This design comes from an exercise in tuning for small area, a short achievable clock period and few clock cycles on the open sky130 flow, not from production work. In this exercise RTL edits were held to simulation tests only and were not proved equivalent to the original.

<file path="design.v">
module floating_Mult(
    input               clk, 
    input               rst,
    input       [31:0]  OperandA,
    input       [31:0]  OperandB,
    input               in_valid,
    output              zero_exponent,  
    output              Exception,  
    output              NaN,  
    output reg          out_valid,
    output reg  [31:0]  out
);
    reg sign_out;
    reg normalize;  
    reg [7:0] Exponent_out;
    reg [22:0] Mantissa_out;
    reg [23:0] OperandA_reg, OperandB_reg;  
    reg [47:0] Mantissa_product;
    localparam BIAS = 127;
    always @(*) begin
        out = 32'b0;
        out_valid = 1'b0;
        sign_out = 1'b0;
        normalize = 1'b0;
        Exponent_out = 8'b0;
        Mantissa_out = 23'b0;
        OperandA_reg = 24'b0;
        OperandB_reg = 24'b0;
        Mantissa_product = 48'b0;
        if(~rst) begin
            out = 32'b0;
            out_valid = 1'b0;
        end
        else if(in_valid) begin 
            sign_out = OperandA[31] ^ OperandB[31];
       		OperandA_reg = (|OperandA[30:23]) ? {1'b1, OperandA[22:0]} : {1'b0, OperandA[22:0]};
            OperandB_reg = (|OperandB[30:23]) ? {1'b1, OperandB[22:0]} : {1'b0, OperandB[22:0]};
            Mantissa_product = OperandA_reg * OperandB_reg;
            normalize = Mantissa_product[47];  
            if(~normalize && ~zero_exponent) begin
      			Mantissa_product = Mantissa_product << 1 ;
      			Mantissa_out = Mantissa_product[46:24] + Mantissa_product[23] ;  
      			normalize = Mantissa_product[47];
      			Exponent_out = (OperandA[30:23] + OperandB[30:23] - BIAS);
    		end
  			else begin
  				Mantissa_out = Mantissa_product [46:24];  
  				Exponent_out = (OperandA[30:23] + OperandB[30:23] - BIAS) + normalize;
  			end
            if (zero_exponent) begin
                out = 32'b0;
                out_valid = 1'b1;
            end
            else if(NaN) begin
                out = {sign_out,8'b1111_1111, 23'b111_1111_1111_1111_1111_1111};
                out_valid = 1'b1;
            end
            else if(Exception) begin
                out = {sign_out,8'b1111_1111,23'b0};
                out_valid = 1'b1;
            end
            else if (normalize) begin
                out = {sign_out, Exponent_out, Mantissa_out};
                out_valid = 1'b1;
            end
        end
        else begin  
            out = 32'b0;
            out_valid = 1'b0;
        end
    end
    assign Exception = ( ( (&OperandA[30:23]) && (OperandA[22:0] == 0) )   || ( (&OperandB[30:23]) && (OperandB[22:0] == 0) ) ) ? 1'b1 : 1'b0;
    assign zero_exponent = ((OperandA[30:23] == 0) | (OperandB[30:23] == 0)) ? 1'b1 : 1'b0;
    assign NaN =( ( (OperandA[30:23] == 8'b1111_1111) && (OperandA [22:0] != 23'b0) ) || ( (OperandB[30:23] == 8'b1111_1111) && (OperandB [22:0] != 23'b0) ) ) ? 1 : 0; 
endmodule
module Adder(
    input               clk,
    input               rst,
    input       [31:0]  OperandA,
    input       [31:0]  OperandB,
    input               in_valid,
    output              Exception,  
    output              zero_exponent,
    output              NaN,
    output reg out_valid,
output reg [31:0] out
    );
reg signA;
reg [23:0] mantissaA;
reg [7:0] expA;
reg signB;
reg [23:0] mantissaB;
reg [7:0] expB, expB_new;
reg [24:0] mantissa_sum;
reg [23:0] mantissaB_shift;
reg sign_out;
reg [7:0] exp_out;
reg [22:0] mantissa_out;
reg [8:0] Diff_exponent;  
integer norm_i;
always @(*) begin
    out = 32'b0;
    out_valid = 1'b0;
    expB_new = 8'b0;
    mantissa_sum = 25'b0;
    mantissaB_shift = 24'b0;
    sign_out = 1'b0;
    exp_out = 8'b0;
    mantissa_out = 23'b0;
    Diff_exponent = 9'b0;
    signA = OperandA [31];
    expA = OperandA [30:23];
    mantissaA = (|OperandA[30:23]) ? {1'b1, OperandA[22:0]} : {1'b0, OperandA[22:0]};
    signB = OperandB [31];
    expB = OperandB [30:23];
    mantissaB = (|OperandB[30:23]) ? {1'b1, OperandB[22:0]} : {1'b0, OperandB[22:0]};
    if (~rst) begin
        out = 32'b0;
        out_valid = 1'b0;
    end
    else if(in_valid) begin
       if (expA < expB) begin
            {signA, expA, mantissaA, signB, expB, mantissaB} = {signB, expB, mantissaB, signA, expA, mantissaA};
        end
        Diff_exponent = expA - expB ;
        expB_new = expB + Diff_exponent ;
        mantissaB_shift = (Diff_exponent > 0) ? mantissaB >> Diff_exponent : mantissaB ;
        exp_out = expA;
        if(signA == signB) begin
            mantissa_sum = mantissaA + mantissaB_shift;
            sign_out = signA;
        end
        else begin
        if(mantissaA >= mantissaB_shift) begin
            mantissa_sum = mantissaA - mantissaB_shift;
            sign_out = signA;
        end
        else begin
            mantissa_sum = mantissaB_shift - mantissaA;
            sign_out = signB ;
        end
        end
        if(mantissa_sum[24]) begin
            mantissa_sum = mantissa_sum >> 1;  
            exp_out = exp_out + 1 ;
        end 
        for (norm_i = 0; norm_i < 24; norm_i = norm_i + 1)
            if (~ mantissa_sum[23] & (|mantissa_sum) )
            begin
            mantissa_sum = mantissa_sum << 1;
            exp_out = exp_out - 1;
            end
        mantissa_out = mantissa_sum[22:0];
         if(NaN) begin
            out = {sign_out,8'b1111_1111, 23'b111_1111_1111_1111_1111_1111};
            out_valid = 1'b1;
        end
        else if(Exception) begin
            out = {sign_out,8'b1111_1111,23'b0};
            out_valid = 1'b1;
        end
        else begin
            out = {sign_out, exp_out, mantissa_out};
            out_valid = 1'b1;
        end
    end
    else begin
        out_valid = 1'b0;
    end
end
assign NaN =( ( (OperandA[30:23] == 8'b1111_1111) && (OperandA [22:0] != 23'b0) ) || ( (OperandB[30:23] == 8'b1111_1111) && (OperandB [22:0] != 23'b0) ) ) ? 1 : 0;
assign Exception = ( ( (&OperandA[30:23]) && (OperandA[22:0] == 0) )   || ( (&OperandB[30:23]) && (OperandB[22:0] == 0) ) ) ? 1'b1 : 1'b0;
endmodule 
module Accumulator(
    input               clk, 
    input               rst,
    input    [31:0]     IN1,
    input               in_valid,
    input [7:0]         kernel_size,
    output reg [31:0]   Accumulator,
    output reg              output_valid
    );
wire [31:0] out;
wire [15:0] counter_tmp;
reg  [15:0] counter ;
assign counter_tmp = kernel_size*kernel_size;
always @(posedge clk or negedge rst) begin
    if(~rst) begin
        Accumulator <= 0;
        output_valid <= 0;
        counter <= 0;
    end
    else if (in_valid) begin
      counter <= counter + 1 ;
        if (counter == counter_tmp-1)
          begin
            counter <= 0;
            output_valid <= 1;
            Accumulator <= (counter == 0) ? IN1 : out;  
          end
        else if (counter == 0)begin
          Accumulator <= IN1;  
          output_valid <= 0;
        end
       else
         begin
        Accumulator <= out;
        output_valid <= 0;
         end
    end
    else begin
      Accumulator <= Accumulator;  
      output_valid <= 0;
      end
end
        Adder add_inst(
            .clk(clk),
            .rst(rst),
            .OperandA(IN1),
            .OperandB(Accumulator),
            .in_valid(in_valid),
            .Exception(),
            .zero_exponent(),
            .NaN(),
            .out_valid(),
            .out(out)
        );
endmodule 
module conv_mac (
    input         clk,
    input         rst,           
    input         in_valid,
    input  [31:0] OperandA,      
    input  [31:0] OperandB,      
    input  [7:0]  kernel_size,
    output        out_valid,
    output [31:0] result
);
wire        acc_en;
wire [31:0] mult_result;
floating_Mult multiplier(
    .clk(clk),
    .rst(rst),
    .OperandA(OperandA),
    .OperandB(OperandB),
    .in_valid(in_valid),
    .zero_exponent(),
    .Exception(),
    .NaN(),
    .out_valid(acc_en),
    .out(mult_result)
);
Accumulator accumulator(
    .clk(clk),
    .rst(rst),
    .IN1(mult_result),
    .in_valid(acc_en),
    .Accumulator(result),
    .output_valid(out_valid),
    .kernel_size(kernel_size)
);
endmodule
</file>
<file path="run.sh">
#!/bin/bash
# synth_recipe.tcl (not shown) runs the flow's synth.tcl, then flattens the netlist and writes it again
# the make line also repeats each setting of config.mk as NAME=value (left out here)
make -C /OpenROAD-flow-scripts/flow DESIGN_CONFIG=/design/flow/config.mk WORK_HOME=/design/flow/orfs CLKGATE_MAP_FILE= SYNTH_SCRIPT=/design/flow/synth_recipe.tcl finish
</file>
<file path="config.mk">
export PLATFORM = sky130hd
export DESIGN_NAME = conv_mac
export DESIGN_NICKNAME = conv_mac
export VERILOG_FILES = /design/flow/design.v
export SDC_FILE = /design/flow/constraint.sdc
export NUM_CORES = 4
export LEC_CHECK = 0
export CAP_MARGIN = 20
export CORE_MARGIN = 2
export CORE_UTILIZATION = 40
export SLEW_MARGIN = 20
</file>
<file path="constraint.sdc">
create_clock -name core_clock -period 44.0 [get_ports {clk}]
set_input_delay 8.8000 -clock core_clock [delete_from_list [all_inputs] [get_ports {clk}]]
set_output_delay 8.8000 -clock core_clock [all_outputs]
set_load 0.01 [all_outputs]
</file>
==> run notes <==
[registers in the layout (all words and copies together) (netlist names)]
register                  count
accumulator.Accumulator      32
accumulator.output_valid      1
accumulator.counter          16
[Yosys cell counts, types with 63 or more instances]
master / instances
a21o_1: 69
a21oi_1: 319
and2_1: 264
clkbuf_1: 252
fa_1: 515
ha_1: 330
inv_1: 731
mux2i_1: 118
nand2_1: 825
nand3_1: 127
nand4_1: 71
nor2_1: 414
nor3_1: 120
nor4_1: 63
o21ai_0: 245
xnor2_1: 175
xor2_1: 83
[layout make-up]
cell class              instances  area share, %
multi-input cells            4705           82.5
repair buffers                241           4.55
clock inverters                 3         0.0744
well taps                    1391           3.83
clock buffers                   5          0.276
inverters                     737           6.09
flip-flops and latches         49           2.70
[per-stage QoR]
stage          utilization [%]  worst slack [ns]  instances
2_1_floorplan                -              7.56       5809
3_3_place_gp              42.8              1.85       7123
3_5_place_dp              42.8              1.48       7123
4_1_cts                   43.0              1.72       7131
5_1_grt                   43.0           0.00261       7131
6_report                  43.0              1.86       7131
[metal layers]
metal / vias up / GRT usage [%] / part of all wire, %
met2: 1927 / 47.9 / 47
met3: 401 / 3.67 / 7.6
met5: - / 0 / 0
li1: 19500 / - / -
met1: 20800 / 37.0 / 41
met4: 0 / 10.7 / 4.5
[path summary, 6_finish.rpt]
kind	from	to	slack (ns)	cells after the start
hold reg to reg	accumulator.counter[0]$_DFFE_PN0P_	accumulator.counter[0]$_DFFE_PN0P_	0.57	1
max in group asynchronous	rst	accumulator.output_valid$_DFF_PN0_	34.67	3
setup reg to reg	accumulator.Accumulator[24]$_DFFE_PN0P_	accumulator.Accumulator[29]$_DFFE_PN0P_	18.57	95
hold / removal	accumulator.counter[0]$_DFFE_PN0P_	accumulator.counter[0]$_DFFE_PN0P_	0.57	1
setup / recovery	OperandA[12]	accumulator.Accumulator[29]$_DFFE_PN0P_	1.86	126
min in group asynchronous	rst	accumulator.Accumulator[12]$_DFFE_PN0P_	8.56	2
[logic make-up after synthesis]
| group | count (synthesis) | synth area share (%) |
|---|---|---|
| AO/OA/AOI/OAI | 1224 | 19.0 |
| flip-flops | 49 | 2.88 |
| AND/OR/NAND/NOR | 2198 | 24.8 |
| buffers and inverters | 1055 | 9.54 |
| XOR/XNOR | 265 | 5.62 |
| adder cells (fa/ha/maj) | 845 | 33.9 |
| multiplexers | 173 | 4.30 |
==> run_results.csv <==
group,metric,value,unit
status,run_status,"complete, no violations",
finish,finalInstanceArea,45400,sq um
timing,max_freq,23.7,MHz
synth,synth_largest_type_area_fraction,24.2,%
critical_path,critical_path_peak_fanout,22,
floorplan,die_w,331,um
floorplan,initial_utilization,40.4,%
detailed_routing,post_route_drc_violation_count,0,
clocking,cts.clk_slew.worst_paths,0.09,ns
critical_path,timing.critical_path.to_type,"flip-flop",
timing,period_minus_slack,42.14,ns
synth,post_synth_instance_area,42600,sq um
timing,hold-worst-slack,0.566,ns
finish,diodes,0,
critical_path,critPathMaxStageDelay,0.85,ns
synth,ys_types,119,
floorplan,std_cell_rows,119,
timing,slew_headroom,17.2,%
critical_path,worstPathBufferInverterCount,11,
critical_path,crit_family,"compound AO/OA/AOI/OAI gates",
synth,async_flop_share,100,%
finish,area_of_the_multi_input_gates,37400,sq um
synth,synth_flop_cell,"dfrtp_1",
floorplan,io_pins,108,
synth,synth_fp_nets,6729,
timing,final-setup-viol-count,0,
synth,synth-seq-area-share,2.87,%
finish,final_common_cell,"nand2_1",
finish,final_net_count,6659,
critical_path,path_common_cell,"ha_1",
critical_path,timing.critical_path.arrival,42.36,ns
timing,finalCritPeriodShare,95.8,%
place,dp.final_hpwl,127000,um
clocking,clock_path_buffers,2,
clocking,post_cts_resize_count,0,
grt,grt_pass1_vias,42100,
synth,edff_count_synth,0,
critical_path,timing.critical_path.from_type,"primary input",
timing,hold_viol_final,0,
grt,grt-ovfl-total,0,
synth,postSynthCellCount,5809,
synth,yosys-top-cells-area,"fa_1 (24%), ha_1 (9.7%), nand2_1 (7.3%), inv_1 (6.4%), and2_1 (3.9%)",
detailed_routing,wirelength,156000,um
place,portBuffers,107,
detailed_routing,wl_per_cell,21.9,um
timing,rsz0062_at_grt,"no",
place,post_dp_cell_area,45200,sq um
clocking,clock-root-buffer,"clkbuf_16",
min_path,min-delay-path-class,"flip-flop to flip-flop",
grt,grt_antenna_before_repair,1,
detailed_routing,viasPerCell,5.98,
floorplan,die_h,331,um
floorplan,coreArea,106000,sq um
critical_path,crit_required,44.22,ns
clocking,count_of_hold_fix_buffers_inserted_at_cts,0,
clocking,cts-htree-levels,2,
clocking,tritoncts.num_buffers,5,
timing,slew_violations,0,
finish,areaGrowthSynthToFinish,6.46,%
flow_run,drv.max_cap_violation_count,0,
detailed_routing,first_pass_iters,8,
clocking,post-cts-setup-buffers,0,
critical_path,critPathKind,"primary input to flip-flop",
synth,synthesis.area_per_instance,7.34,sq um
finish,sequential_area,1230,sq um
timing,tightest_slew,1.24,ns
detailed_routing,route.vias.total,42600,
detailed_routing,antenna_violating_nets_post_route,0,
synth,ys_seq_elements,49,
clocking,tritoncts_clock_tree,"yes",
detailed_routing,first_iter_violations,4191,
synth,yosys.area.top_type,"fa_1",
timing,timing.clock.skew,0.0121,ns
grt,groute.usage.overall,28.4,%
finish,commonest_cells_after_routing_fill_and_taps_aside,"nand2_1 (824), inv_1 (731), fa_1 (515)",
grt,grt_pass1_wl,244000,um
finish,nFillCells,10900,
synth,number_of_warnings_reported_in_the_yosys_synthesis_log,3,
grt,grt_start_max_net_pins,46,
place,finalWeightedCongestion,1.03,
floorplan,die-area,109000,sq um
clocking,worst_skew_pair.late_latency,0.33,ns
timing,setup_total_negative_slack,0,ns
finish,drive_gt1_share,5.57,%
clocking,clock_sinks,49,
critical_path,critical_path.slowest_cell,"clkdlybuf4s50_1",
Testbench counts, summed over its fixed seeds: cycles 56,404.

## port drivers added, routing unchanged
How much do the figures lean on ideal ports? The routed layout below was timed once more, with nothing changed but the port constraints.
Step 1, drivers: a clkbuf_16 drives clk and a buf_2 each remaining input, both assumed.
Step 2 also shifts input and output timing later by t, the mid clock arrival at the registers, as if the neighbouring blocks saw the same clock.
Three values: ideal, step 1, step 2; two values: the first two.
t (ns): 0.382
setup slack, ns: 1.855 / 1.888 / 1.506
worst setup path at the end: input to register
After both steps setup and hold are still met in this run. The setup slack of this run moves by +0.033 ns with the drivers and by -0.349 ns with both steps.
